Background: an optimization exercise with open tools, aiming at small area, a short achievable clock period and few clock cycles per item. Do not read the settings as production practice.
No functional check of the RTL was part of any run shown here.
In every run shown here, the design's own scripts or RTL, not TritonCTS, make the clock network.
No driver is modelled on the clock port, so clock power and skew are understated where the tree is cut down; a real chip needs a root buffer or a tree.
Power figures rest on the tool's default switching activity, not on a simulated workload.

File: flow/flow/clock_tree_lib.tcl
# Two-level clock tree: the clock port drives n1 buffers; each drives
# buffers that each drive the flip-flops of one region.
proc mt_split { items nx ny } {
  # items: list of {obj x y}; returns nx*ny groups split by x then by y
  set sx [lsort -integer -index 1 $items]
  set n [llength $sx]
  set groups {}
  for {set i 0} {$i < $nx} {incr i} {
    set col [lrange $sx [expr {$i * $n / $nx}] [expr {($i + 1) * $n / $nx - 1}]]
    set col [lsort -integer -index 2 $col]
    set m [llength $col]
    for {set j 0} {$j < $ny} {incr j} {
      lappend groups [lrange $col [expr {$j * $m / $ny}] [expr {($j + 1) * $m / $ny - 1}]]
    }
  }
  return $groups
}
proc mt_centroid { g } {
  set sx 0; set sy 0
  foreach s $g { set sx [expr {$sx + [lindex $s 1]}]; set sy [expr {$sy + [lindex $s 2]}] }
  return [list [expr {$sx / [llength $g]}] [expr {$sy / [llength $g]}]]
}
proc mt_buffer { name master x y innet outname } {
  set block [ord::get_db_block]
  set inst [odb::dbInst_create $block $master $name]
  $inst setLocation $x $y
  $inst setPlacementStatus PLACED
  set net [odb::dbNet_create $block $outname]
  $net setSigType CLOCK
  [$inst findITerm A] connect $innet
  [$inst findITerm X] connect $net
  return [list $inst $net]
}
proc manual_clock_tree2 { n1x n1y n2x n2y cell1 cell2 } {
  set block [ord::get_db_block]
  set db [ord::get_db]
  set clkNet [$block findNet clk]
  set m1 [$db findMaster $cell1]
  set m2 [$db findMaster $cell2]
  set sinks {}
  foreach it [$clkNet getITerms] {
    set loc [[$it getInst] getLocation]
    lappend sinks [list $it [lindex $loc 0] [lindex $loc 1]]
  }
  # level 2 groups
  set l2 {}
  set k 0
  foreach g [mt_split $sinks $n2x $n2y] {
    lassign [mt_centroid $g] cx cy
    lappend l2 [list $g $cx $cy $k]
    incr k
  }
  # level 1 groups of level 2 buffers
  set k1 0
  foreach g1 [mt_split $l2 $n1x $n1y] {
    lassign [mt_centroid $g1] cx cy
    lassign [mt_buffer "clkbuf_l1_$k1" $m1 $cx $cy $clkNet "clknet_l1_$k1"] i1 n1
    foreach e $g1 {
      lassign $e g x y k2
      lassign [mt_buffer "clkbuf_l2_$k2" $m2 $x $y $n1 "clknet_l2_$k2"] i2 n2
      foreach s $g {
        set it [lindex $s 0]
        $it disconnect
        $it connect $n2
      }
    }
    incr k1
  }
}
File: flow/config.mk
export PLATFORM = sky130hd
export DESIGN_NAME = Encoder
export DESIGN_NICKNAME = Encoder
export VERILOG_FILES = /design/flow/design.v
export SDC_FILE = /design/flow/constraint.sdc
export NUM_CORES = 4
export LEC_CHECK = 0
export CAP_MARGIN = 20
export CORE_MARGIN = 2
export CORE_UTILIZATION = 40
export SETUP_SLACK_MARGIN = 1.9
export SLEW_MARGIN = 20
export SYNTH_HIERARCHICAL = 1
File: flow/standard.sh
#!/bin/bash
# synth_recipe.tcl (not shown) runs the flow's synth.tcl, then flattens the netlist and writes it again
# the make line also repeats each setting of config.mk as NAME=value (left out here)
make -C /OpenROAD-flow-scripts/flow DESIGN_CONFIG=/design/flow/config.mk WORK_HOME=/design/flow/orfs CLKGATE_MAP_FILE= SYNTH_SCRIPT=/design/flow/synth_recipe.tcl "${@:-finish}"
File: flow/flow/clock_tree.tcl
# Sourced by ORFS's cts.tcl (PRE_CTS_TCL) after the placed design is loaded:
# builds a two-level clock tree (clock port -> 4 clkbuf_8 -> 8 clkbuf_16 ->
# flip-flops, each last-level buffer serving the flip-flops of one region),
# and replaces TritonCTS for this run.
source [file join [file dirname [info script]] clock_tree_lib.tcl]
manual_clock_tree2 2 2 2 4 sky130_fd_sc_hd__clkbuf_8 sky130_fd_sc_hd__clkbuf_16
set_propagated_clock [all_clocks]
rename clock_tree_synthesis tritoncts_not_used
proc clock_tree_synthesis { args } {
  puts "clock_tree_synthesis skipped: the clock tree was built by flow/clock_tree.tcl"
}
File: flow/design.v
`timescale 1ns / 1ps
module Encoder(clk, reset, start, p_text, m_key, done, c_text);
    input clk, reset, start;
    input wire [63:0] p_text;
    input wire [79:0] m_key;
    output reg done;
    output wire [63:0] c_text;
    reg [63:0] t;
    reg [79:0] k;
    reg [4:0]  cnt;
    reg        busy;
    reg [1:0]  busy_k;
    reg [5:0]  idle_r;
    genvar i;
    wire [79:0] w = {k[66:0], k[79:67]};
    reg  [3:0] ks;
    wire [3:0] ksd;
    wire [4:0] rcx;
    generate for (i = 0; i < 5; i = i + 1) begin : rc
        C_xor2 u (.A(cnt[i]), .B(w[59+i]), .X(rcx[i]));
    end endgenerate
    wire [79:0] g = {w[79:64], rcx, w[58:4], ks};
    wire [79:0] kd;
    SBox uk (.x(kd[70:67]), .y(ksd));
    generate for (i = 0; i < 80; i = i + 1) begin : km
        wire n0, n1;
        C_nand2 u0 (.A(g[i]), .B(busy_k[i%2]), .Y(n0));
        C_nand2 u1 (.A(m_key[i]), .B(idle_r[i%2]), .Y(n1));
        C_nand2 u2 (.A(n0), .B(n1), .Y(kd[i]));
    end endgenerate
    wire [63:0] pn, y;
    generate for (i = 0; i < 64; i = i + 1) begin : yk
        C_nand2 u0 (.A(p_text[i]), .B(idle_r[2+i%2]), .Y(pn[i]));
        C_xnor2 u1 (.A(kd[i]), .B(pn[i]), .Y(y[i]));
    end endgenerate
    wire [63:0] b;
    generate for (i = 0; i < 16; i = i + 1) begin : sb
        SBoxG u (.x(t[4*i+3:4*i]), .enn(idle_r[4+i%2]), .y(b[4*i+3:4*i]));
    end endgenerate
    wire [63:0] c, d;
    generate for (i = 0; i < 4; i = i + 1) begin : sh
        assign c[16*i+15:16*i] = {b[16*i+7:16*i+4], b[16*i+3:16*i],
                                  b[16*i+15:16*i+12], b[16*i+11:16*i+8]};
    end endgenerate
    assign d[15:0]  = {c[14:0],  c[15]};
    assign d[31:16] = {c[27:16], c[31:28]};
    assign d[47:32] = {c[40:32], c[47:41]};
    assign d[63:48] = {c[54:48], c[63:55]};
    wire [63:0] tn;
    wire [15:0] e2, e1, a3, a0;
    generate for (i = 0; i < 16; i = i + 1) begin : mx
        C_xor2 x0 (.A(d[32+i]), .B(d[i]),    .X(e2[i]));
        C_xor2 x1 (.A(d[48+i]), .B(d[16+i]), .X(e1[i]));
        C_xor2 x2 (.A(d[48+i]), .B(y[48+i]), .X(a3[i]));
        C_xor2 x3 (.A(d[i]),    .B(y[i]),    .X(a0[i]));
        C_xor2 x4 (.A(a3[i]),   .B(e2[i]),   .X(tn[48+i]));
        C_xor2 x5 (.A(e2[i]),   .B(y[32+i]), .X(tn[32+i]));
        C_xor2 x6 (.A(e1[i]),   .B(y[16+i]), .X(tn[16+i]));
        C_xor2 x7 (.A(a0[i]),   .B(e1[i]),   .X(tn[i]));
    end endgenerate
    assign c_text = t;
    integer j;
    always @(posedge clk) begin
        t <= tn;
        k <= kd;
        ks <= ksd;
        cnt <= busy ? cnt + 5'd1 : 5'd0;
        for (j = 0; j < 2; j = j + 1)
            busy_k[j] <= !reset && (busy_k[j] ? cnt != 5'd24 : start);
        for (j = 0; j < 6; j = j + 1)
            idle_r[j] <= reset || (idle_r[j] ? !start : cnt == 5'd24);
        if (reset) begin
            busy <= 1'b0;
            done <= 1'b0;
        end else if (!busy) begin
            done <= 1'b0;
            busy <= start;
        end else if (cnt == 5'd24) begin
            busy <= 1'b0;
            done <= 1'b1;
        end
    end
endmodule
module SBoxN(x, yn);
    input [3:0] x;
    output [3:0] yn;
    wire n03, a03, n01, a13, e03, x12, qn, f11, f20, f31, f30;
    C_nor2   g0 (.A(x[0]), .B(x[3]), .Y(n03));
    C_nand2  g1 (.A(x[0]), .B(x[3]), .Y(a03));
    C_nor2   g2 (.A(x[0]), .B(x[1]), .Y(n01));
    C_nand2  g3 (.A(x[1]), .B(x[3]), .Y(a13));
    C_nand2b g4 (.A_N(n03), .B(a03), .Y(e03));    
    C_xor2   g5 (.A(x[1]), .B(x[2]), .X(x12));
    C_nand2  g6 (.A(x[3]), .B(a03), .Y(qn));      
    C_xor2   g7 (.A(x[1]), .B(n03), .X(f11));
    C_xor2   g8 (.A(x[1]), .B(a03), .X(f20));
    C_xnor2  g9 (.A(x[3]), .B(n01), .Y(f31));
    C_xor2   g10 (.A(x[0]), .B(a13), .X(f30));
    C_xor2   g11 (.A(x12), .B(qn), .X(yn[0]));
    C_mux2i  g12 (.A0(e03), .A1(f11), .S(x[2]), .Y(yn[1]));
    C_mux2i  g13 (.A0(f20), .A1(e03), .S(x[2]), .Y(yn[2]));
    C_mux2i  g14 (.A0(f30), .A1(f31), .S(x[2]), .Y(yn[3]));
endmodule
module SBoxG(x, enn, y);
    input [3:0] x;
    input enn;
    output [3:0] y;
    wire [3:0] yn;
    SBoxN s (.x(x), .yn(yn));
    C_nor2 g0 (.A(yn[0]), .B(enn), .Y(y[0]));
    C_nor2 g1 (.A(yn[1]), .B(enn), .Y(y[1]));
    C_nor2 g2 (.A(yn[2]), .B(enn), .Y(y[2]));
    C_nor2 g3 (.A(yn[3]), .B(enn), .Y(y[3]));
endmodule
module SBox(x, y);
    input [3:0] x;
    output [3:0] y;
    wire [3:0] yn;
    SBoxN s (.x(x), .yn(yn));
    C_inv g0 (.A(yn[0]), .Y(y[0]));
    C_inv g1 (.A(yn[1]), .Y(y[1]));
    C_inv g2 (.A(yn[2]), .Y(y[2]));
    C_inv g3 (.A(yn[3]), .Y(y[3]));
endmodule
module C_inv(A, Y);
    input A;
    output Y;
    assign Y = (~A);
endmodule
module C_mux2i(A0, A1, S, Y);
    input A0, A1, S;
    output Y;
    assign Y = (~A0&~S) | (~A1&S);
endmodule
module C_nand2(A, B, Y);
    input A, B;
    output Y;
    assign Y = (~A) | (~B);
endmodule
module C_nand2b(A_N, B, Y);
    input A_N, B;
    output Y;
    assign Y = (A_N) | (~B);
endmodule
module C_nor2(A, B, Y);
    input A, B;
    output Y;
    assign Y = (~A&~B);
endmodule
module C_xnor2(A, B, Y);
    input A, B;
    output Y;
    assign Y = (~A&~B) | (A&B);
endmodule
module C_xor2(A, B, X);
    input A, B;
    output X;
    assign X = (A&~B) | (~A&B);
endmodule
File: flow/flow/run.sh
#!/bin/bash
# The standard layout, with plain buf_1 cells as the port buffers and a
# hand-built two-level clock tree (flow/clock_tree.tcl) in place of TritonCTS.
set -uo pipefail
export BUFFER_PORTS_ARGS="-buffer_cell sky130_fd_sc_hd__buf_1"
export PRE_CTS_TCL="$PWD/flow/clock_tree.tcl"
bash standard.sh > standard_flow.log 2>&1
File: flow/constraint.sdc
create_clock -name core_clock -period 3.5 [get_ports {clk}]
set_input_delay 0.7000 -clock core_clock [delete_from_list [all_inputs] [get_ports {clk}]]
set_output_delay 0.7000 -clock core_clock [all_outputs]
set_load 0.01 [all_outputs]
==> results of run 1 <==
[worst paths after layout]
check                            from    endpoint  slack (ns)  depth (start not counted)
worst max register to register  t[52]        t[5]        1.97                          7
worst max-delay path            t[17]  c_text[17]        1.90                          1
worst min register to register  k[63]       k[76]        0.43                          2
worst min-delay path            k[63]       k[76]        0.43                          2
[per-module statistics from Yosys, one instance, submodules excluded, a selection]
module / times used / cells inside / flops+latches
C_nand2b: 17 / 1 / 0
C_xnor2: 81 / 1 / 0
C_nand2: 355 / 1 / 0
C_inv: 4 / 1 / 0
C_mux2i: 51 / 1 / 0
Encoder: 1 / 198 / 159
C_xor2: 218 / 1 / 0
C_nor2: 98 / 1 / 0
[metrics by stage]
step / total power, W / cell area [µm²] / cells
global route: 0.0105 / 10600 / 1546
detailed placement: 0.00791 / 9610 / 1517
CTS: 0.00942 / 10200 / 1533
finish: 0.00979 / 10600 / 1546
floorplan: 0.00654 / 8410 / 1022
global placement: 0.00783 / 9610 / 1517
[registers in the layout (all words and copies together) (netlist names)]
signal,flops
done,1
busy,1
k,76
idle_r,6
cnt,5
ks,4
t,64
busy_k,2
[power by group]
part | switching [W] | internal (W) | leakage, nW
sequential | 0.000882 | 0.00256 | 1.35
clock | 0.000580 | 0.000515 | 0.127
combinational | 0.00291 | 0.00234 | 3.50
total | 0.00437 | 0.00542 | 4.98
[final cells by class]
cell class / count / area [µm²]
Fill cell: 2089 / 10200
Tap cell: 275 / 344
Inverter: 7 / 26.3
Sequential cell: 159 / 3350
Multi-Input combinational cell: 855 / 5520
Timing Repair Buffer: 238 / 1130
Buffer: 12 / 255
[logic make-up (layout without fill, tap and decap cells)]
logic type | after synthesis | in the layout | share of synthesized area
AO/OA/AOI/OAI | 10 | 10 | 0.00923
XOR/XNOR | 300 | 300 | 0.313
adder cells (fa/ha/maj) | 2 | 2 | 0.00298
buffers and inverters | 8 | 257 | 0.00402
flip-flops | 159 | 159 | 0.379
multiplexers | 53 | 53 | 0.0631
AND/OR/NAND/NOR | 490 | 490 | 0.229
[per-layer routing]
layer,track usage,vias to the layer above,wire length (µm)
met5,0,-,0
met4,0.0386,0,500
met3,0.0223,25,1490
met2,0.378,213,12700
met1,0.314,3393,12300
li1,-,3650,-
[repair_timing]
item                                    4_1_cts  5_1_grt
endpoints found under the setup margin      131       95
buffers inserted                              4       13
resized for setup                           134       75
pin swaps                                    10       24
[cell usage after synthesis (all sizes together)]
library cell | n | area, µm²
and2 | 2 | 12.5
nor2 | 101 | 379
o211a | 1 | 10.0
dfxtp | 159 | 3180
buf | 1 | 7.51
nand2 | 357 | 1340
xor2 | 219 | 1920
nand4b | 1 | 8.76
ha | 2 | 25.0
mux2i | 53 | 531
o211ai | 6 | 45.0
nand2b | 25 | 156
xnor2 | 81 | 709
a211oi | 3 | 22.5
nand3 | 2 | 10.0
and4b | 1 | 13.8
nor2b | 1 | 6.26
inv | 7 | 26.3
==> flow_summary_export.csv, run 1 <==
group,metric,value,unit
final_layout,fin_nets,1422,
placed_design,io_buffers,211,
global_route,overflow,0,
global_route,grt_use_total,0.223,
final_layout,layout_commonest_cell,"nand2_1",
worst_setup_path,cpPeakStageDelay,0.42,ns
timing,fin_ws,1.90,ns
clock_network,clkLatencyLatePin,0.30,ns
hold_path,hold_path_class,"reg2reg",
timing,hold_ws,0.432,ns
detailed_routing,drc,0,
final_layout,n_antenna_cell,0,
clock_network,cts_hold_buf,0,
timing,slew_headroom,0.751,
worst_setup_path,cp-start-kind,"flip-flop",
timing,finalMaxSlewViolations,0,
synth,ys_ff_latch,159,
final_layout,area_growth,26.5,%
floorplanning,chipHeight,149,µm
pwr,p_leak,4.98,nW
global_route,grt_pass1_vias,7041,
synth,netlist_area,0.00840,mm²
synth,yosys_warnings,7,
timing,fin_crit,1.60,ns
global_route,antenna_found_initial,0,
global_route,grt_max_degree,40,
floorplanning,core,0.0208,mm²
timing,setup_viol,0,
timing,setup_tns,0,ns
timing,fin_crit_sh,0.456,
detailed_routing,routedWlPerCell,17.5,µm
detailed_routing,antenna_left,0,
synth,synthCells,1022,
timing,skew,0.0156,ns
final_layout,final_cell_mix,"nand2_1, xor2_1, buf_1",
detailed_routing,wirelength,27000,µm
timing,max_freq,627,MHz
timing,hold_viol,0,
placed_design,place_ws,1.56,ns
worst_setup_path,cp_cell_sequence,"buf_2",
final_layout,layout-drive-gt1-share,0.165,
floorplanning,io_pins,212,
placed_design,place.detailed.hpwl,19700,µm
pwr,peakVddDrop,0.000334,V
final_layout,final_util,0.511,
worst_setup_path,cp-end-kind,"primary output",
worst_setup_path,crit_family,"flip-flops",
job,cap_violations,0,
floorplanning,num_rows,53,
floorplanning,die-area,0.0222,mm²
pwr,p_per_area,921,mW/mm²
detailed_routing,drt_iter0_markers,353,
worst_setup_path,path_buf_inv,1,
timing,tightest_slew,0.373,ns
run_status,status,"no timing/DRC/antenna violations",
floorplanning,initial_utilization,0.404,
floorplanning,die_w,149,µm
worst_setup_path,cpMaxStageDelayCell,"dfxtp_2",
clock_network,clkTransAtPathRegs,0.08,ns
synth,synth.distinct_cells,18,
detailed_routing,via_per_inst,4.71,
worst_setup_path,cp.required,2.80,ns
worst_setup_path,worstSetupPathType,"reg2out",
worst_setup_path,worstPathArrival,0.90,ns
placed_design,place.gp.congestion,0.844,
timing,rsz0062_at_grt,"true",
global_route,grt_pass1_wl,38300,µm
synth,ys_seq_area_frac,0.379,
synth,avgSynthCellArea,8.22,µm²
synth,synth_fp_nets,1171,
detailed_routing,vias,7281,
worst_setup_path,crit_fanout,6,
detailed_routing,firstDrtPassIters,5,
==> run 2, diff against run 1 <==
--- a/flow/design.v
+++ b/flow/design.v
@@ -10,7 +10,7 @@
     reg [4:0]  cnt;
     reg        busy;
     reg [1:0]  busy_k;
-    reg [5:0]  idle_r;
+    reg [3:0]  idle_r;
     genvar i;
     wire [79:0] w = {k[66:0], k[79:67]};
     reg  [3:0] ks;
@@ -35,7 +35,7 @@
     end endgenerate
     wire [63:0] b;
     generate for (i = 0; i < 16; i = i + 1) begin : sb
-        SBoxG u (.x(t[4*i+3:4*i]), .enn(idle_r[4+i%2]), .y(b[4*i+3:4*i]));
+        SBoxG u (.x(t[4*i+3:4*i]), .enn(idle_r[2+i%2]), .y(b[4*i+3:4*i]));
     end endgenerate
     wire [63:0] c, d;
     generate for (i = 0; i < 4; i = i + 1) begin : sh
@@ -67,7 +67,7 @@
         cnt <= busy ? cnt + 5'd1 : 5'd0;
         for (j = 0; j < 2; j = j + 1)
             busy_k[j] <= !reset && (busy_k[j] ? cnt != 5'd24 : start);
-        for (j = 0; j < 6; j = j + 1)
+        for (j = 0; j < 4; j = j + 1)
             idle_r[j] <= reset || (idle_r[j] ? !start : cnt == 5'd24);
         if (reset) begin
             busy <= 1'b0;
@@ -89,9 +89,9 @@
     C_nand2  g1 (.A(x[0]), .B(x[3]), .Y(a03));
     C_nor2   g2 (.A(x[0]), .B(x[1]), .Y(n01));
     C_nand2  g3 (.A(x[1]), .B(x[3]), .Y(a13));
-    C_nand2b g4 (.A_N(n03), .B(a03), .Y(e03));    
+    C_xnor2  g4 (.A(x[0]), .B(x[3]), .Y(e03));
     C_xor2   g5 (.A(x[1]), .B(x[2]), .X(x12));
-    C_nand2  g6 (.A(x[3]), .B(a03), .Y(qn));      
+    C_nand2b g6 (.A_N(x[0]), .B(x[3]), .Y(qn));
     C_xor2   g7 (.A(x[1]), .B(n03), .X(f11));
     C_xor2   g8 (.A(x[1]), .B(a03), .X(f20));
     C_xnor2  g9 (.A(x[3]), .B(n01), .Y(f31));
==> run 2 against run 1 <==
Compared with the run above:
- synthesized cell count fell by 0.59%
- flip-flop and latch count fell by 2
- combinational power barely moved
- die area rose by 0.20%
- global-route usage rose by 0.70 points
- clock power barely moved
- critical endpoint is now c_text[3]
- largest power group unchanged
==> flow_summary_export.csv, run 2 <==
group,metric,value,unit
global_route,grt_use_total,0.230,
synth,yosysMostFrequentCell,"nand2_1",
placed_design,postPlaceCellArea,0.00960,mm²
timing,max_freq,628,MHz
placed_design,place.gp.congestion,0.848,
floorplanning,chipHeight,149,µm
worst_setup_path,worstPathArrival,0.89,ns
timing,skew,0.0167,ns
worst_setup_path,cpPeakStageDelay,0.41,ns
synth,ys_async_sr_fraction,0,
synth,ys_seq_area_frac,0.373,
pwr,p_per_area,921,mW/mm²
worst_setup_path,worstSetupPathType,"reg2out",
floorplanning,die_w,149,µm
worst_setup_path,path_buf_inv,1,
placed_design,place.detailed.hpwl,18800,µm
global_route,grt_pass1_wl,39200,µm
hold_path,worstHoldPathCells,2,
timing,hold_viol,0,
final_layout,largest_reg_flops,76,
timing,rsz0062_at_grt,"true",
floorplanning,die-area,0.0222,mm²
detailed_routing,antenna_left,0,
final_layout,final_cell_mix,"nand2_1, xor2_1, buf_1",
timing,fin_crit_sh,0.455,
synth,synthFlopType,"dfxtp_1",
global_route,grt_max_degree,43,
detailed_routing,firstDrtPassIters,5,
worst_setup_path,reg2reg_to,"t[56]",
worst_setup_path,crit_fanout,7,
detailed_routing,wl_met2,13100,µm
synth,synth.distinct_cells,18,
worst_setup_path,cp-end-kind,"primary output",
timing,slew_headroom,0.741,
synth,ys_top_cells_by_area,"dfxtp_1, xor2_1, nand2_1",
synth,synth_top_cells_by_count,"nand2_1, xor2_1, dfxtp_1, nor2_1, xnor2_1",
final_layout,largest_register,"k",
global_route,overflow,0,
synth,yosysTopAreaCell,"dfxtp_1",
worst_setup_path,cp_cell_sequence,"buf_2",
timing,finalMaxSlewViolations,0,
timing,fin_crit,1.59,ns
worst_setup_path,crit_family,"flip-flops",
floorplanning,num_rows,53,
worst_setup_path,rr_worst_depth,7,
detailed_routing,routedWlPerCell,17.6,µm
job,cap_violations,0,
final_layout,fin_nets,1410,
synth,yosys_warnings,7,
final_layout,reg.largest.list,"k (76), t (64), cnt (5)",
synth,synthCells,1016,
global_route,antenna_found_initial,1,
detailed_routing,highest_layer,"met4",
synth,synth_fp_nets,1165,
final_layout,layout_commonest_cell,"nand2_1",
pwr,peakVddDrop,0.000315,V
hold_path,worstHoldEndpoint,"k[76]",
clock_network,cts_hold_buf,0,
synth,avgSynthCellArea,8.29,µm²
floorplanning,io_pins,212,
detailed_routing,vias,7111,
timing,tightest_slew,0.388,ns
timing,setup_tns,0,ns
floorplanning,initial_utilization,0.404,
final_layout,area_growth,26.4,%
timing,setup_viol,0,
worst_setup_path,r2r_setup_slack,1.96,ns
worst_setup_path,cp.required,2.80,ns
detailed_routing,met1Wirelength,11900,µm
final_layout,nFillCells,2087,
timing,hold_ws,0.420,ns
final_layout,final_cell_area,0.0106,mm²
worst_setup_path,cpMaxStageDelayCell,"dfxtp_2",
synth,synth_top_area_share,0.373,
hold_path,hold_path_class,"reg2reg",
detailed_routing,drt_iter0_markers,391,
synth,netlist_area,0.00842,mm²
clock_network,clkLatencyLatePin,0.30,ns
pwr,p_leak,4.90,nW
run_status,status,"no timing/DRC/antenna violations",
detailed_routing,wirelength,27100,µm
synth,ys_ff_latch,157,
final_layout,layout-drive-gt1-share,0.158,
detailed_routing,via_per_inst,4.63,
floorplanning,core,0.0208,mm²
placed_design,io_buffers,211,
worst_setup_path,cp-start-kind,"flip-flop",
detailed_routing,routed-wl-met3,1590,µm
synth,synth-edff-count,0,
clock_network,clkTransAtPathRegs,0.09,ns
detailed_routing,drc,0,
worst_setup_path,r2r_start,"t[53]",
hold_path,hp-start,"k[63]",
global_route,grt_pass1_vias,6915,
==> run 2: changes by cell type in the layout (fill, tap and decap cells not counted), sizes merged, moves of 2 or more <==
cell,delta
o211ai,-2
buf,-8
nand2b,-2
dfxtp,-2
nand2,-17
xnor2,+17
==> run 2: cells by family (layout without fill, tap and decap cells) <==
| kind of cell | count (synthesis) | after routing | share of synthesized area |
|---|---|---|---|
| DFF | 157 | 157 | 0.373 |
| muxes | 53 | 53 | 0.0630 |
| buffers and inverters | 8 | 251 | 0.00401 |
| other | 0 | 1 | 0 |
| adders and majority gates | 2 | 2 | 0.00297 |
| xor gates and xnor gates | 317 | 317 | 0.330 |
| AOI/OAI and AO/OA | 8 | 8 | 0.00743 |
| and+or+nand+nor | 471 | 471 | 0.220 |
==> run 2: through the flow <==
stage,setup slack (ns),cells,power (W),util
floorplan,1.93,1016,0.00668,-
global placement,1.44,1505,0.00794,0.461
detailed placement,1.44,1505,0.00803,0.461
CTS,1.89,1526,0.00957,0.497
global route,1.87,1534,0.0105,0.511
finish,1.91,1535,0.00981,0.511
==> run 2: layer usage <==
metal | vias up | global-route usage
li1 | 3613 | -
met1 | 3253 | 0.310
met2 | 216 | 0.402
met3 | 29 | 0.0284
met4 | 0 | 0.0405
met5 | - | 0
==> run 2: cell type report <==
cell class	instances	area [µm²]	share of cell area
Antenna cell	1	2.50	0.000235
Buffer	12	255	0.0240
Inverter	7	26.3	0.00247
Multi-Input combinational cell	851	5550	0.521
Sequential cell	157	3320	0.312
Tap cell	275	344	0.0323
Timing Repair Buffer	232	1150	0.108
==> run 2: how the worst max path moves through the flow <==
stage          startpoint   endpoint  slack, ns  depth (start not counted)
5_1_grt             t[48]      t[19]       1.87                          7
6_report             t[3]  c_text[3]       1.91                          1
3_5_place_dp    idle_r[3]       t[2]       1.44                          4
3_3_place_gp    idle_r[3]      t[19]       1.44                          4
2_1_floorplan   idle_r[2]       t[0]       1.93                          4
4_1_cts         idle_r[2]       t[8]       1.89                          5
==> run 2: worst min-delay path, delay by kind of cell, from the launching register on <==
family,cells,cell delay (ns)
simple gates,2,0.09
flops,1,0.31
==> run 2: per-module statistics from Yosys (local to each module, per instance), a selection <==
module / cell area, µm² / flops+latches / copies in the design / cells
Encoder: 3390 / 157 / 1 / 192
C_mux2i: 10.0 / 0 / 51 / 1
C_xnor2: 8.76 / 0 / 98 / 1
C_xor2: 8.76 / 0 / 218 / 1
C_nand2b: 6.26 / 0 / 17 / 1
C_inv: 3.75 / 0 / 4 / 1
C_nand2: 3.75 / 0 / 338 / 1
C_nor2: 3.75 / 0 / 98 / 1
==> run 2: power by group <==
group	leakage (nW)	total, W	internal [W]	switching [W]
clock	0.127	0.00108	0.000515	0.000565
sequential	1.33	0.00348	0.00254	0.000936
combinational	3.44	0.00525	0.00240	0.00285
==> run 2: timing repair <==
item | 4_1_cts | 5_1_grt
gates resized for setup | 139 | 58
buffers inserted | 8 | 7
endpoints found under the hold margin | 0 | 0
endpoints found under the setup margin | 132 | 89
gates cloned | 1 | 1
pin swaps | 11 | 10
==> run 3, diff against run 2 <==
--- a/flow/design.v
+++ b/flow/design.v
@@ -9,19 +9,18 @@
     reg [79:0] k;
     reg [4:0]  cnt;
     reg        busy;
-    reg [1:0]  busy_k;
-    reg [3:0]  idle_r;
+    reg [3:0]  busy_k;
+    reg [5:0]  idle_r;
     genvar i;
     wire [79:0] w = {k[66:0], k[79:67]};
-    reg  [3:0] ks;
-    wire [3:0] ksd;
+    wire [3:0] ks;
+    SBox uk (.x(w[3:0]), .y(ks));
     wire [4:0] rcx;
     generate for (i = 0; i < 5; i = i + 1) begin : rc
         C_xor2 u (.A(cnt[i]), .B(w[59+i]), .X(rcx[i]));
     end endgenerate
     wire [79:0] g = {w[79:64], rcx, w[58:4], ks};
     wire [79:0] kd;
-    SBox uk (.x(kd[70:67]), .y(ksd));
     generate for (i = 0; i < 80; i = i + 1) begin : km
         wire n0, n1;
         C_nand2 u0 (.A(g[i]), .B(busy_k[i%2]), .Y(n0));
@@ -35,7 +34,7 @@
     end endgenerate
     wire [63:0] b;
     generate for (i = 0; i < 16; i = i + 1) begin : sb
-        SBoxG u (.x(t[4*i+3:4*i]), .enn(idle_r[2+i%2]), .y(b[4*i+3:4*i]));
+        SBoxG u (.x(t[4*i+3:4*i]), .en(busy_k[2+i%2]), .enn(idle_r[4+i%2]), .y(b[4*i+3:4*i]));
     end endgenerate
     wire [63:0] c, d;
     generate for (i = 0; i < 4; i = i + 1) begin : sh
@@ -63,11 +62,10 @@
     always @(posedge clk) begin
         t <= tn;
         k <= kd;
-        ks <= ksd;
         cnt <= busy ? cnt + 5'd1 : 5'd0;
-        for (j = 0; j < 2; j = j + 1)
+        for (j = 0; j < 4; j = j + 1)
             busy_k[j] <= !reset && (busy_k[j] ? cnt != 5'd24 : start);
-        for (j = 0; j < 4; j = j + 1)
+        for (j = 0; j < 6; j = j + 1)
             idle_r[j] <= reset || (idle_r[j] ? !start : cnt == 5'd24);
         if (reset) begin
             busy <= 1'b0;
@@ -101,16 +99,35 @@
     C_mux2i  g13 (.A0(f20), .A1(e03), .S(x[2]), .Y(yn[2]));
     C_mux2i  g14 (.A0(f30), .A1(f31), .S(x[2]), .Y(yn[3]));
 endmodule
-module SBoxG(x, enn, y);
+module SBoxG(x, en, enn, y);
     input [3:0] x;
-    input enn;
+    input en, enn;
     output [3:0] y;
-    wire [3:0] yn;
-    SBoxN s (.x(x), .yn(yn));
-    C_nor2 g0 (.A(yn[0]), .B(enn), .Y(y[0]));
-    C_nor2 g1 (.A(yn[1]), .B(enn), .Y(y[1]));
-    C_nor2 g2 (.A(yn[2]), .B(enn), .Y(y[2]));
-    C_nor2 g3 (.A(yn[3]), .B(enn), .Y(y[3]));
+    wire n03, a03, n01, a13, e03, x12, qn, f11, f20, f31, f30, s0n, sel0;
+    wire h1, l1, h2, l2, h3, l3;
+    C_nor2   g0 (.A(x[0]), .B(x[3]), .Y(n03));
+    C_nand2  g1 (.A(x[0]), .B(x[3]), .Y(a03));
+    C_nor2   g2 (.A(x[0]), .B(x[1]), .Y(n01));
+    C_nand2  g3 (.A(x[1]), .B(x[3]), .Y(a13));
+    C_xnor2  g4 (.A(x[0]), .B(x[3]), .Y(e03));
+    C_xor2   g5 (.A(x[1]), .B(x[2]), .X(x12));
+    C_nand2b g6 (.A_N(x[0]), .B(x[3]), .Y(qn));
+    C_nor2   g7 (.A(x[2]), .B(enn), .Y(sel0));
+    C_xor2   g8 (.A(x[1]), .B(n03), .X(f11));
+    C_xor2   g9 (.A(x[1]), .B(a03), .X(f20));
+    C_xnor2  g10 (.A(x[3]), .B(n01), .Y(f31));
+    C_xor2   g11 (.A(x[0]), .B(a13), .X(f30));
+    C_xor2   g12 (.A(x12), .B(qn), .X(s0n));
+    C_nor2   g13 (.A(s0n), .B(enn), .Y(y[0]));
+    C_nand3  g14 (.A(x[2]), .B(en), .C(f11), .Y(h1));
+    C_nand2  g15 (.A(sel0), .B(e03), .Y(l1));
+    C_nand2  g16 (.A(h1), .B(l1), .Y(y[1]));
+    C_nand3  g17 (.A(x[2]), .B(en), .C(e03), .Y(h2));
+    C_nand2  g18 (.A(sel0), .B(f20), .Y(l2));
+    C_nand2  g19 (.A(h2), .B(l2), .Y(y[2]));
+    C_nand3  g20 (.A(x[2]), .B(en), .C(f31), .Y(h3));
+    C_nand2  g21 (.A(sel0), .B(f30), .Y(l3));
+    C_nand2  g22 (.A(h3), .B(l3), .Y(y[3]));
 endmodule
 module SBox(x, y);
     input [3:0] x;
@@ -142,6 +159,11 @@
     output Y;
     assign Y = (A_N) | (~B);
 endmodule
+module C_nand3(A, B, C, Y);
+    input A, B, C;
+    output Y;
+    assign Y = (~A) | (~B) | (~C);
+endmodule
 module C_nor2(A, B, Y);
     input A, B;
     output Y;
==> flow/flow/clock_tree.tcl (replaced) <==
# Sourced by ORFS's cts.tcl (PRE_CTS_TCL) after the placed design is loaded:
# builds a two-level clock tree (clock port -> 2 clkbuf_16 -> 8 clkbuf_16 ->
# flip-flops, each last-level buffer serving the flip-flops of one region),
# and replaces TritonCTS for this run.
source [file join [file dirname [info script]] clock_tree_lib.tcl]
manual_clock_tree2 1 2 2 4 sky130_fd_sc_hd__clkbuf_16 sky130_fd_sc_hd__clkbuf_16
set_propagated_clock [all_clocks]
rename clock_tree_synthesis tritoncts_not_used
proc clock_tree_synthesis { args } {
  puts "clock_tree_synthesis skipped: the clock tree was built by flow/clock_tree.tcl"
}
--- a/flow/config.mk
+++ b/flow/config.mk
@@ -8,6 +8,6 @@
 export CAP_MARGIN = 20
 export CORE_MARGIN = 2
 export CORE_UTILIZATION = 40
-export SETUP_SLACK_MARGIN = 1.9
+export SETUP_SLACK_MARGIN = 1.8
 export SLEW_MARGIN = 20
 export SYNTH_HIERARCHICAL = 1
==> run 3 against run 2 <==
Compared with the run above:
- global-route usage is 0.30 points higher
- cell area is 2.7% lower
- register-to-register slack got worse by 0.11 ns
- total power fell by 6.8%
- largest cell class unchanged
- maximum frequency shrank 7.0%
- wire length is essentially flat
- flip-flop and latch count increased by 4
- sequential share of layout area increased by 1.1 points
- combinational power shrank 14%
- still clean
- critical endpoint is now c_text[19]
- via count grew 6.8%
- synthesized cell count up 7.7%
==> flow_summary_export.csv, run 3 <==
group,metric,value,unit
timing,finalMaxSlewViolations,0,
detailed_routing,drt_iter0_markers,502,
timing,setup_viol,0,
detailed_routing,met1Wirelength,12300,µm
final_layout,reg.largest.list,"k (80), t (64), idle_r (6)",
pwr,peakVddDrop,0.000326,V
detailed_routing,routedWlPerCell,16.9,µm
clock_network,clkTransAtPathRegs,0.09,ns
synth,synth-edff-count,0,
detailed_routing,vias,7598,
floorplanning,chipHeight,151,µm
floorplanning,io_pins,212,
worst_setup_path,worstPathArrival,1.01,ns
detailed_routing,antenna_left,0,
floorplanning,num_rows,53,
synth,ys_ff_latch,161,
synth,netlist_area,0.00859,mm²
timing,setup_tns,0,ns
synth,synthCells,1094,
synth,yosys_warnings,7,
timing,max_freq,584,MHz
synth,synth_top_area_share,0.375,
synth,synth_fp_nets,1243,
timing,skew,0.0117,ns
final_layout,n_antenna_cell,0,
synth,synth-compound-area-share,0.0137,
global_route,grt_pass1_vias,7258,
pwr,combPwrFrac,0.493,
timing,hold_viol,0,
synth,ys_seq_area_frac,0.375,
timing,tightest_slew,0.459,ns
detailed_routing,routed-wl-met3,1940,µm
placed_design,io_buffers,211,
pwr,p_per_area,882,mW/mm²
synth,ys_top_cells_by_area,"dfxtp_1, xor2_1, nand2_1",
final_layout,largest_reg_flops,80,
detailed_routing,via_per_inst,4.73,
synth,yosysTopAreaCell,"dfxtp_1",
worst_setup_path,cpMaxStageDelayCell,"dfxtp_2",
floorplanning,die_w,151,µm
worst_setup_path,worstSetupPathType,"reg2out",
placed_design,place.gp.congestion,0.852,
final_layout,layout_commonest_cell,"nand2_1",
clock_network,clkLatencyLatePin,0.32,ns
synth,ys_async_sr_fraction,0,
global_route,grt_max_degree,28,
synth,synthFlopType,"dfxtp_1",
detailed_routing,wl_met2,12300,µm
detailed_routing,firstDrtPassIters,5,
placed_design,place.detailed.hpwl,20900,µm
hold_path,worstHoldEndpoint,"k[75]",
worst_setup_path,cp_cell_sequence,"buf_1",
worst_setup_path,rr_worst_depth,9,
synth,synth_top_family_by_area,"XOR/XNOR gates",
final_layout,area_growth,20.5,%
worst_setup_path,cpPeakStageDelay,0.48,ns
final_layout,largest_register,"k",
global_route,overflow,0,
final_layout,layout-drive-gt1-share,0.0895,
synth,synthMuxAreaShare,0.00583,
pwr,pwr-share-clk,0.122,
synth,avgSynthCellArea,7.85,µm²
worst_setup_path,path_buf_inv,1,
global_route,antenna_found_initial,0,
timing,slew_headroom,0.692,
timing,fin_crit,1.71,ns
clock_network,cts_hold_buf,0,
pwr,swShare,0.457,
hold_path,hold_path_class,"reg2reg",
synth,yosysMostFrequentCell,"nand2_1",
job,cap_violations,0,
hold_path,worstHoldPathCells,2,
synth,synth.distinct_cells,20,
worst_setup_path,crit_family,"flip-flops",
global_route,grt_pass1_wl,40500,µm
synth,synth_xor_area_frac,0.323,
global_route,grt_use_total,0.233,
pwr,intPower,0.00496,W
synth,synthSimpleGateAreaFrac,0.273,
worst_setup_path,cp.required,2.80,ns
final_layout,final_cell_mix,"nand2_1, xor2_1, buf_1",
synth,synth_top_cells_by_count,"nand2_1, xor2_1, dfxtp_1, xnor2_1, nor2_1",
pwr,p_leak,4.85,nW
worst_setup_path,reg2reg_to,"t[3]",
worst_setup_path,r2r_start,"k[70]",
final_layout,final_util,0.492,
floorplanning,die-area,0.0227,mm²
timing,rsz0062_at_grt,"true",
floorplanning,core,0.0210,mm²
pwr,p_switching,0.00417,W
worst_setup_path,crit_fanout,7,
synth,synthAdderAreaFrac,0.00291,
pwr,pwr-share-seq,0.386,
worst_setup_path,r2r_setup_slack,1.85,ns
floorplanning,initial_utilization,0.409,
final_layout,fin_nets,1481,
worst_setup_path,cp-end-kind,"primary output",
timing,fin_crit_sh,0.489,
hold_path,hp-start,"k[62]",
worst_setup_path,cp-start-kind,"flip-flop",
detailed_routing,drc,0,
run_status,status,"no timing/DRC/antenna violations",
detailed_routing,highest_layer,"met4",
detailed_routing,wirelength,27100,µm
-- run 3: cell types whose count changed after synthesis, sizes merged --
| cell | delta |
|---|---|
| nand3 | +48 |
| dfxtp | +4 |
| o211ai | +2 |
| nand2b | +2 |
| mux2i | -48 |
| nor2 | -30 |
| a211oi | +2 |
| nand2 | +96 |
| buf | +2 |
-- run 3: worst max-delay path by stage --
stage / to / slack [ns] / startpoint / cells past startpoint
after floorplan: t[13] / 1.85 / busy_k[1] / 5
after global placement: t[49] / 1.35 / idle_r[1] / 6
after detailed placement: t[51] / 1.34 / idle_r[1] / 6
after CTS: t[7] / 1.80 / busy_k[1] / 6
after global routing: t[3] / 1.72 / k[70] / 9
final: c_text[19] / 1.79 / t[19] / 1
-- run 3: area by class of cell --
class | instances | area [µm²]
Fill cell | 2174 | 10700
Buffer | 10 | 250
Multi-Input combinational cell | 923 | 5410
Tap cell | 275 | 344
Timing Repair Buffer | 229 | 985
Sequential cell | 161 | 3340
Inverter | 7 | 26.3
-- run 3: stage by stage --
step           power [W]  worst slack [ns]  cell area [µm²]  cells  hold WS [ns]
3_5_place_dp     0.00784              1.34             9830   1589         0.409
3_3_place_gp     0.00781              1.35             9830   1589         0.408
5_1_grt          0.00982              1.72            10400   1605         0.453
2_1_floorplan    0.00647              1.85             8590   1094         0.403
4_1_cts          0.00908              1.80            10200   1600         0.429
6_report         0.00913              1.79            10400   1605         0.429
-- run 3: cells by family (layout without fill, tap and decap cells) --
logic type | count (synthesis) | count (layout)
flops | 161 | 161
buf+inv | 10 | 246
simple gates | 587 | 587
mux | 5 | 5
fa+ha+maj | 2 | 2
xor+xnor | 317 | 317
compound gates | 12 | 12
-- run 3: routing by layer --
layer	track usage	vias up
li1	-	3857
met1	0.337	3462
met2	0.384	246
met3	0.0197	33
met4	0.0415	0
met5	0	-
-- run 3: timing repair --
item / CTS / global route
endpoints found under the setup margin: 109 / 46
setup buffers: 1 / 5
pin swaps: 4 / 12
gates resized for setup: 76 / 28
cloned: 0 / 0
-- run 3: power by group through the flow --
stage               clock network, W  registers [W]  logic (W)
finish                       0.00111        0.00352    0.00450
global route                 0.00121        0.00362    0.00499
CTS                          0.00113        0.00347    0.00447
detailed placement                 0        0.00344    0.00440
global placement                   0        0.00344    0.00437
floorplan                          0        0.00336    0.00311
-- run 3: Yosys stat by module (local to each module, per instance), excerpt --
module,cells inside,times used
C_nor2,1,66
C_inv,1,4
Encoder,206,1
C_xor2,1,218
C_nand3,1,48
C_mux2i,1,3
C_nand2,1,434
C_nand2b,1,17
C_xnor2,1,98
==> run 4, diff against run 3 <==
--- a/flow/config.mk
+++ b/flow/config.mk
@@ -8,6 +8,6 @@
 export CAP_MARGIN = 20
 export CORE_MARGIN = 2
 export CORE_UTILIZATION = 40
-export SETUP_SLACK_MARGIN = 1.8
+export SETUP_SLACK_MARGIN = 1.9
 export SLEW_MARGIN = 20
 export SYNTH_HIERARCHICAL = 1
==> run 4 against run 3 <==
Compared with the run above:
- sequential power grew 1%
- via count grew 4.4%
- synthesized cell count is the same
- critical endpoint is now t[3]
- largest power group unchanged
==> flow_summary_export.csv, run 4 <==
group,metric,value,unit
synth,synthCells,1094,
worst_setup_path,cp-end-kind,"flip-flop",
synth,synth-compound-area-share,0.0137,
timing,slew_headroom,0.677,
synth,synthFlopType,"dfxtp_1",
detailed_routing,antenna_left,0,
worst_setup_path,r2r_start,"k[70]",
synth,ys_seq_area_frac,0.375,
detailed_routing,via_per_inst,4.85,
synth,yosysTopAreaCell,"dfxtp_1",
detailed_routing,routedWlPerCell,18.3,µm
synth,synth_fp_nets,1243,
synth,yosysMostFrequentCell,"nand2_1",
detailed_routing,firstDrtPassIters,5,
synth,synth_top_family_by_area,"XOR/XNOR gates",
floorplanning,num_rows,53,
synth,synth_top_cells_by_count,"nand2_1, xor2_1, dfxtp_1, xnor2_1, nor2_1",
synth,synth_top_area_share,0.375,
timing,hold_viol,0,
run_status,status,"no timing/DRC/antenna violations",
final_layout,final_cell_area,0.0111,mm²
pwr,peakVddDrop,0.000313,V
worst_setup_path,worstPathArrival,1.92,ns
synth,ys_top_cells_by_area,"dfxtp_1, xor2_1, nand2_1",
floorplanning,initial_utilization,0.409,
synth,synth-edff-count,0,
final_layout,fin_nets,1511,
global_route,overflow,0,
global_route,grt_use_total,0.246,
final_layout,largest_register,"k",
timing,max_freq,600,MHz
worst_setup_path,worstSetupPathType,"reg2reg",
global_route,grt_pass1_wl,42300,µm
detailed_routing,vias,7930,
synth,yosys_warnings,7,
pwr,p_leak,5.27,nW
final_layout,layout-drive-gt1-share,0.174,
hold_path,hold_path_class,"reg2reg",
final_layout,layout_commonest_cell,"nand2_1",
worst_setup_path,rr_worst_depth,9,
timing,tightest_slew,0.484,ns
synth,ys_async_sr_fraction,0,
timing,rsz0062_at_grt,"true",
timing,skew,0.0154,ns
pwr,p_per_area,882,mW/mm²
final_layout,final_cell_mix,"nand2_1, xor2_1, buf_1",
synth,synthAdderAreaFrac,0.00291,
final_layout,n_antenna_cell,0,
hold_path,worstHoldEndpoint,"k[75]",
worst_setup_path,r2r_setup_slack,1.83,ns
floorplanning,die-area,0.0227,mm²
global_route,antenna_found_initial,0,
final_layout,final_util,0.527,
synth,avgSynthCellArea,7.85,µm²
global_route,grt_pass1_vias,7417,
final_layout,largest_reg_flops,80,
timing,finalMaxSlewViolations,0,
worst_setup_path,critPathLaunch,"k[70]",
detailed_routing,wirelength,29800,µm
synth,synth.distinct_cells,20,
global_route,grt_max_degree,29,
placed_design,postPlaceCellArea,0.00976,mm²
hold_path,worstHoldPathCells,2,
timing,setup_viol,0,
floorplanning,io_pins,212,
detailed_routing,drc,0,
clock_network,clkLatencyLatePin,0.33,ns
placed_design,place.detailed.hpwl,20600,µm
synth,synthSimpleGateAreaFrac,0.273,
timing,setup_tns,0,ns
final_layout,reg.largest.list,"k (80), t (64), idle_r (6)",
placed_design,place.gp.congestion,0.868,
synth,netlist_area,0.00859,mm²
synth,ys_ff_latch,161,
placed_design,io_buffers,211,
timing,fin_crit_sh,0.476,
synth,synth_xor_area_frac,0.323,
worst_setup_path,reg2reg_to,"t[3]",
detailed_routing,drt_iter0_markers,593,
final_layout,area_growth,28.9,%
hold_path,hp-start,"k[62]",
worst_setup_path,cp.required,3.76,ns
worst_setup_path,cp-start-kind,"flip-flop",
floorplanning,chipHeight,151,µm
job,cap_violations,0,
floorplanning,core,0.0210,mm²
worst_setup_path,crit_fanout,6,
synth,synthMuxAreaShare,0.00583,
timing,fin_crit,1.67,ns
floorplanning,die_w,151,µm
clock_network,clkTransAtPathRegs,0.09,ns
## run 4: cell counts after synthesis
Identical to the previous run, type by type.
## run 4: cell type report
| class | count | area (µm²) |
|---|---|---|
| flip-flops and latches | 161 | 3500 |
| well taps | 275 | 344 |
| multi-input cells | 923 | 5540 |
| fillers | 2020 | 9950 |
| inverters | 7 | 26.3 |
| repair buffers | 259 | 1410 |
| plain buffers | 10 | 250 |
## run 4: cells by family (layout without fill, tap and decap cells)
group / Yosys count / after routing
flops: 161 / 161
compound gates: 12 / 12
mux: 5 / 5
xor+xnor: 317 / 317
fa+ha+maj: 2 / 2
buf+inv: 10 / 276
simple gates: 587 / 587
## run 4: worst max path at each step
stage	endpoint	slack, ns	depth (start not counted)
2_1_floorplan	t[13]	1.98	4
3_3_place_gp	t[7]	1.46	5
3_5_place_dp	t[7]	1.44	5
4_1_cts	t[3]	1.84	9
5_1_grt	t[3]	1.77	9
6_report	t[3]	1.83	9
## run 4: where the power goes
group	internal [W]	leakage, nW	switching, W	total (W)
registers	0.00266	1.38	0.000898	0.00356
clock network	0.000514	0.123	0.000599	0.00111
logic	0.00228	3.77	0.00281	0.00509
total	0.00546	5.27	0.00431	0.00976
## run 4: timing repair
action | in CTS | in global routing
hold buffers | 0 | 0
gates cloned | 0 | 1
setup endpoints to repair | 128 | 105
buffers inserted | 9 | 31
pin swaps | 7 | 14
resized for setup | 190 | 69
## run 4: worst max-delay path, cell delays in order, from the launching register on
cell and delay, ns:
dfxtp_4 0.40, nand2_2 0.06, xor2_1 0.16, mux2i_1 0.18, inv_1 0.08, nand2_2 0.07, nand2_2 0.09, xnor2_4 0.23
xor2_2 0.19, xor2_1 0.15
## run 4: per-module statistics from Yosys (local to each module, per instance), a selection
module | times used | flip-flops and latches | area, µm² | cells
C_inv | 4 | 0 | 3.75 | 1
C_mux2i | 3 | 0 | 10.0 | 1
C_nand2 | 434 | 0 | 3.75 | 1
C_nand2b | 17 | 0 | 6.26 | 1
C_nand3 | 48 | 0 | 5.00 | 1
C_nor2 | 66 | 0 | 3.75 | 1
C_xnor2 | 98 | 0 | 8.76 | 1
C_xor2 | 218 | 0 | 8.76 | 1
Encoder | 1 | 161 | 3550 | 206
## run 4: layer usage
metal,global-route usage,up-vias,share of wire
li1,-,3899,-
met1,0.350,3718,0.45
met2,0.404,278,0.46
met3,0.0288,35,0.072
met4,0.0481,0,0.021
met5,0,-,0
## run 4: through the flow
stage | worst slack [ns] | cells | total power [W] | hold WS (ns)
final | 1.83 | 1635 | 0.00976 | 0.430
after global routing | 1.77 | 1635 | 0.0105 | 0.455
after CTS | 1.84 | 1603 | 0.00933 | 0.425
after detailed placement | 1.44 | 1584 | 0.00784 | 0.411
after global placement | 1.46 | 1584 | 0.00780 | 0.409
after floorplan | 1.98 | 1094 | 0.00647 | 0.403
==> run 5, diff against run 4 <==
--- a/flow/design.v
+++ b/flow/design.v
@@ -13,14 +13,15 @@
     reg [5:0]  idle_r;
     genvar i;
     wire [79:0] w = {k[66:0], k[79:67]};
-    wire [3:0] ks;
-    SBox uk (.x(w[3:0]), .y(ks));
+    reg  [3:0] ks;
+    wire [3:0] ksd;
     wire [4:0] rcx;
     generate for (i = 0; i < 5; i = i + 1) begin : rc
         C_xor2 u (.A(cnt[i]), .B(w[59+i]), .X(rcx[i]));
     end endgenerate
     wire [79:0] g = {w[79:64], rcx, w[58:4], ks};
     wire [79:0] kd;
+    SBox uk (.x(kd[70:67]), .y(ksd));
     generate for (i = 0; i < 80; i = i + 1) begin : km
         wire n0, n1;
         C_nand2 u0 (.A(g[i]), .B(busy_k[i%2]), .Y(n0));
@@ -62,6 +63,7 @@
     always @(posedge clk) begin
         t <= tn;
         k <= kd;
+        ks <= ksd;
         cnt <= busy ? cnt + 5'd1 : 5'd0;
         for (j = 0; j < 4; j = j + 1)
             busy_k[j] <= !reset && (busy_k[j] ? cnt != 5'd24 : start);
==> flow/flow/clock_tree.tcl (replaced) <==
# Sourced by ORFS's cts.tcl (PRE_CTS_TCL) after the placed design is loaded:
# builds a two-level clock tree (clock port -> 4 clkbuf_16 -> 8 clkbuf_16 ->
# flip-flops, each last-level buffer serving the flip-flops of one region),
# and replaces TritonCTS for this run.
source [file join [file dirname [info script]] clock_tree_lib.tcl]
manual_clock_tree2 2 2 2 4 sky130_fd_sc_hd__clkbuf_16 sky130_fd_sc_hd__clkbuf_16
set_propagated_clock [all_clocks]
rename clock_tree_synthesis tritoncts_not_used
proc clock_tree_synthesis { args } {
  puts "clock_tree_synthesis skipped: the clock tree was built by flow/clock_tree.tcl"
}
==> run 5 against run 4 <==
Compared with the run above:
- cell count decreased by 1.2%
- sequential share of layout area increased by 0.21 points
- largest power group unchanged
- synthesized cell count unchanged
- largest cell class unchanged
- sequential power increased by 1%
- utilization decreased by 1.4 points
- highest routed layer unchanged
==> flow_summary_export.csv, run 5 <==
group,metric,value,unit
worst_setup_path,cp_cell_sequence,"buf_2",
global_route,grt_max_degree,28,
detailed_routing,routedWlPerCell,17.6,µm
synth,synthFlopType,"dfxtp_1",
final_layout,reg.largest.list,"k (76), t (64), idle_r (6)",
global_route,antenna_found_initial,0,
timing,fin_crit_sh,0.455,
synth,synth_top_cells_by_count,"nand2_1, xor2_1, dfxtp_1, xnor2_1, nor2_1",
final_layout,layout-drive-gt1-share,0.131,
timing,slew_headroom,0.695,
timing,tightest_slew,0.454,ns
timing,rsz0062_at_grt,"true",
worst_setup_path,r2r_setup_slack,1.94,ns
timing,fin_crit,1.59,ns
detailed_routing,antenna_left,0,
floorplanning,core,0.0210,mm²
detailed_routing,drc,0,
global_route,grt_use_total,0.241,
final_layout,layout_commonest_cell,"nand2_1",
worst_setup_path,crit_family,"flip-flops",
pwr,combPwrFrac,0.495,
worst_setup_path,cpMaxStageDelayCell,"dfxtp_2",
detailed_routing,firstDrtPassIters,5,
synth,yosysMostFrequentCell,"nand2_1",
job,cap_violations,0,
pwr,pwr-share-seq,0.380,
pwr,intPower,0.00528,W
floorplanning,die_w,151,µm
floorplanning,die-area,0.0227,mm²
placed_design,place.gp.congestion,0.912,
floorplanning,num_rows,53,
final_layout,final_util,0.512,
timing,setup_viol,0,
clock_network,clkLatencyLatePin,0.28,ns
final_layout,fin_nets,1491,
placed_design,place_ws,1.36,ns
synth,yosysTopAreaCell,"dfxtp_1",
synth,synthCells,1094,
run_status,status,"no timing/DRC/antenna violations",
final_layout,final_cell_area,0.0108,mm²
timing,finalMaxSlewViolations,0,
worst_setup_path,worstSetupPathType,"reg2out",
pwr,p_per_area,884,mW/mm²
timing,skew,0.00867,ns
pwr,p_leak,5.08,nW
placed_design,place.detailed.hpwl,21100,µm
clock_network,clkTransAtPathRegs,0.09,ns
synth,synth_top_area_share,0.375,
detailed_routing,drt_iter0_markers,510,
global_route,overflow,0,
final_layout,area_growth,25.4,%
timing,fin_ws,1.91,ns
pwr,swShare,0.445,
final_layout,nFillCells,2093,
worst_setup_path,cp.required,2.80,ns
pwr,p_switching,0.00423,W
final_layout,n_antenna_cell,0,
global_route,grt_pass1_vias,7106,
placed_design,dp_cells,1588,
global_route,grt_pass1_wl,41200,µm
synth,synth-edff-count,0,
final_layout,largest_reg_flops,76,
timing,hold_viol,0,
synth,ys_top_cells_by_area,"dfxtp_1, xor2_1, nand2_1",
floorplanning,initial_utilization,0.409,
worst_setup_path,path_buf_inv,1,
detailed_routing,via_per_inst,4.73,
hold_path,hold_path_class,"reg2reg",
final_layout,final_cell_mix,"nand2_1, xor2_1, buf_1",
worst_setup_path,cp-start-kind,"flip-flop",
floorplanning,io_pins,212,
synth,yosys_warnings,7,
worst_setup_path,cpPeakStageDelay,0.41,ns
pwr,peakVddDrop,0.000386,V
synth,ys_seq_area_frac,0.375,
synth,synth_fp_nets,1243,
final_layout,largest_register,"k",
timing,setup_tns,0,ns
floorplanning,chipHeight,151,µm
placed_design,postPlaceCellArea,0.00980,mm²
detailed_routing,wirelength,28400,µm
detailed_routing,vias,7632,
worst_setup_path,cp-end-kind,"primary output",
timing,max_freq,629,MHz
synth,netlist_area,0.00859,mm²
placed_design,io_buffers,211,
clock_network,cts_hold_buf,0,
synth,ys_async_sr_fraction,0,
worst_setup_path,crit_fanout,6,
synth,synth.distinct_cells,20,
pwr,pwr-share-clk,0.125,
synth,ys_ff_latch,161,
synth,avgSynthCellArea,7.85,µm²
worst_setup_path,worstPathArrival,0.89,ns
final_layout,layout.cells.non_filler,1615,
==> run 5: area by class of cell <==
type / instances / area [µm²] / share of cell area
multi-input cells: 923 / 5470 / 0.508
flip-flops and latches: 161 / 3430 / 0.318
well taps: 275 / 344 / 0.0319
inverters: 7 / 26.3 / 0.00244
repair buffers: 237 / 1200 / 0.112
plain buffers: 12 / 300 / 0.0279
==> run 5: logic make-up (layout without fill, tap and decap cells) <==
group | count (synthesis) | in the layout | share of synthesized area
and+or+nand+nor | 587 | 587 | 0.273
muxes | 5 | 5 | 0.00583
AOI/OAI and AO/OA | 12 | 12 | 0.0137
adders and majority gates | 2 | 2 | 0.00291
xor gates and xnor gates | 317 | 317 | 0.323
DFF | 161 | 161 | 0.375
buffers and inverters | 10 | 256 | 0.00583
==> run 5: final timing paths <==
| path | to | start | cells past startpoint |
|---|---|---|---|
| max reg2reg | t[11] | idle_r[1] | 6 |
| min reg2reg | k[76] | k[63] | 2 |
| max | c_text[22] | t[22] | 1 |
| min | k[76] | k[63] | 2 |
==> run 5: through the flow <==
step / hold WS, ns / power (W)
global placement: 0.408 / 0.00783
global route: 0.457 / 0.0102
detailed placement: 0.411 / 0.00787
CTS: 0.431 / 0.00934
finish: 0.430 / 0.00952
floorplan: 0.403 / 0.00648
==> run 5: timing repair <==
item,4_1_cts,5_1_grt
gates cloned,0,0
resized for setup,119,60
pin swaps,1,2
hold endpoints to repair,0,0
setup buffers,8,7
setup endpoints to repair,132,76
==> run 5: Yosys stat by module, one instance, submodules excluded, a selection <==
module,area (µm²),cells inside,copies in the design
C_xor2,8.76,1,218
Encoder,3550,206,1
C_nand2b,6.26,1,17
C_nand3,5.00,1,48
C_nor2,3.75,1,66
C_nand2,3.75,1,434
C_mux2i,10.0,1,3
C_xnor2,8.76,1,98
C_inv,3.75,1,4
==> run 5: power by group through the flow <==
stage          registers [W]  clock network, W  logic [W]
5_1_grt              0.00371           0.00130    0.00518
2_1_floorplan        0.00336                 0    0.00312
4_1_cts              0.00353           0.00122    0.00459
3_5_place_dp         0.00347                 0    0.00440
3_3_place_gp         0.00348                 0    0.00435
6_report             0.00361           0.00119    0.00471
==> run 5: layer usage <==
metal / track usage / wire [µm] / up-vias
met5: 0 / 0 / -
met4: 0.0519 / 557 / 0
met3: 0.0264 / 1690 / 31
met2: 0.404 / 13300 / 247
met1: 0.336 / 12800 / 3473
li1: - / - / 3881

-- port drivers added, routing unchanged --
How much do the figures lean on ideal ports? The routed layouts below were timed once more, with nothing changed but the port constraints.
Step 1: set_driving_cell puts a clkbuf_16 on clk and a buf_2 on each other input, an assumption about the parent block.
Step 2 moves the port delays by t, midway between the first and last clock arrival at a register: inputs arrive t later, outputs are due t later. That takes back most of the time a late clock gives input paths.
Three values: no drivers, after step 1, after step 2; two values: the first two.
run | shift t [ns] | setup WS [ns] | worst setup path after step 2
run 1 | 0.369 | 1.905 / 1.825 / 1.848 | input to register
run 2 | 0.368 | 1.907 / 1.828 / 1.814 | input to register
run 3 | 0.377 | 1.788 / 1.724 / 1.758 | input to register
run 4 | 0.382 | 1.834 / 1.834 / 1.760 | input to register
run 5 | 0.372 | 1.909 / 1.813 / 1.736 | input to register
After both steps every run listed still meets setup and hold. For run 5, which loses most, drivers alone change the setup slack by -0.096 ns; drivers and shift together by -0.173 ns.
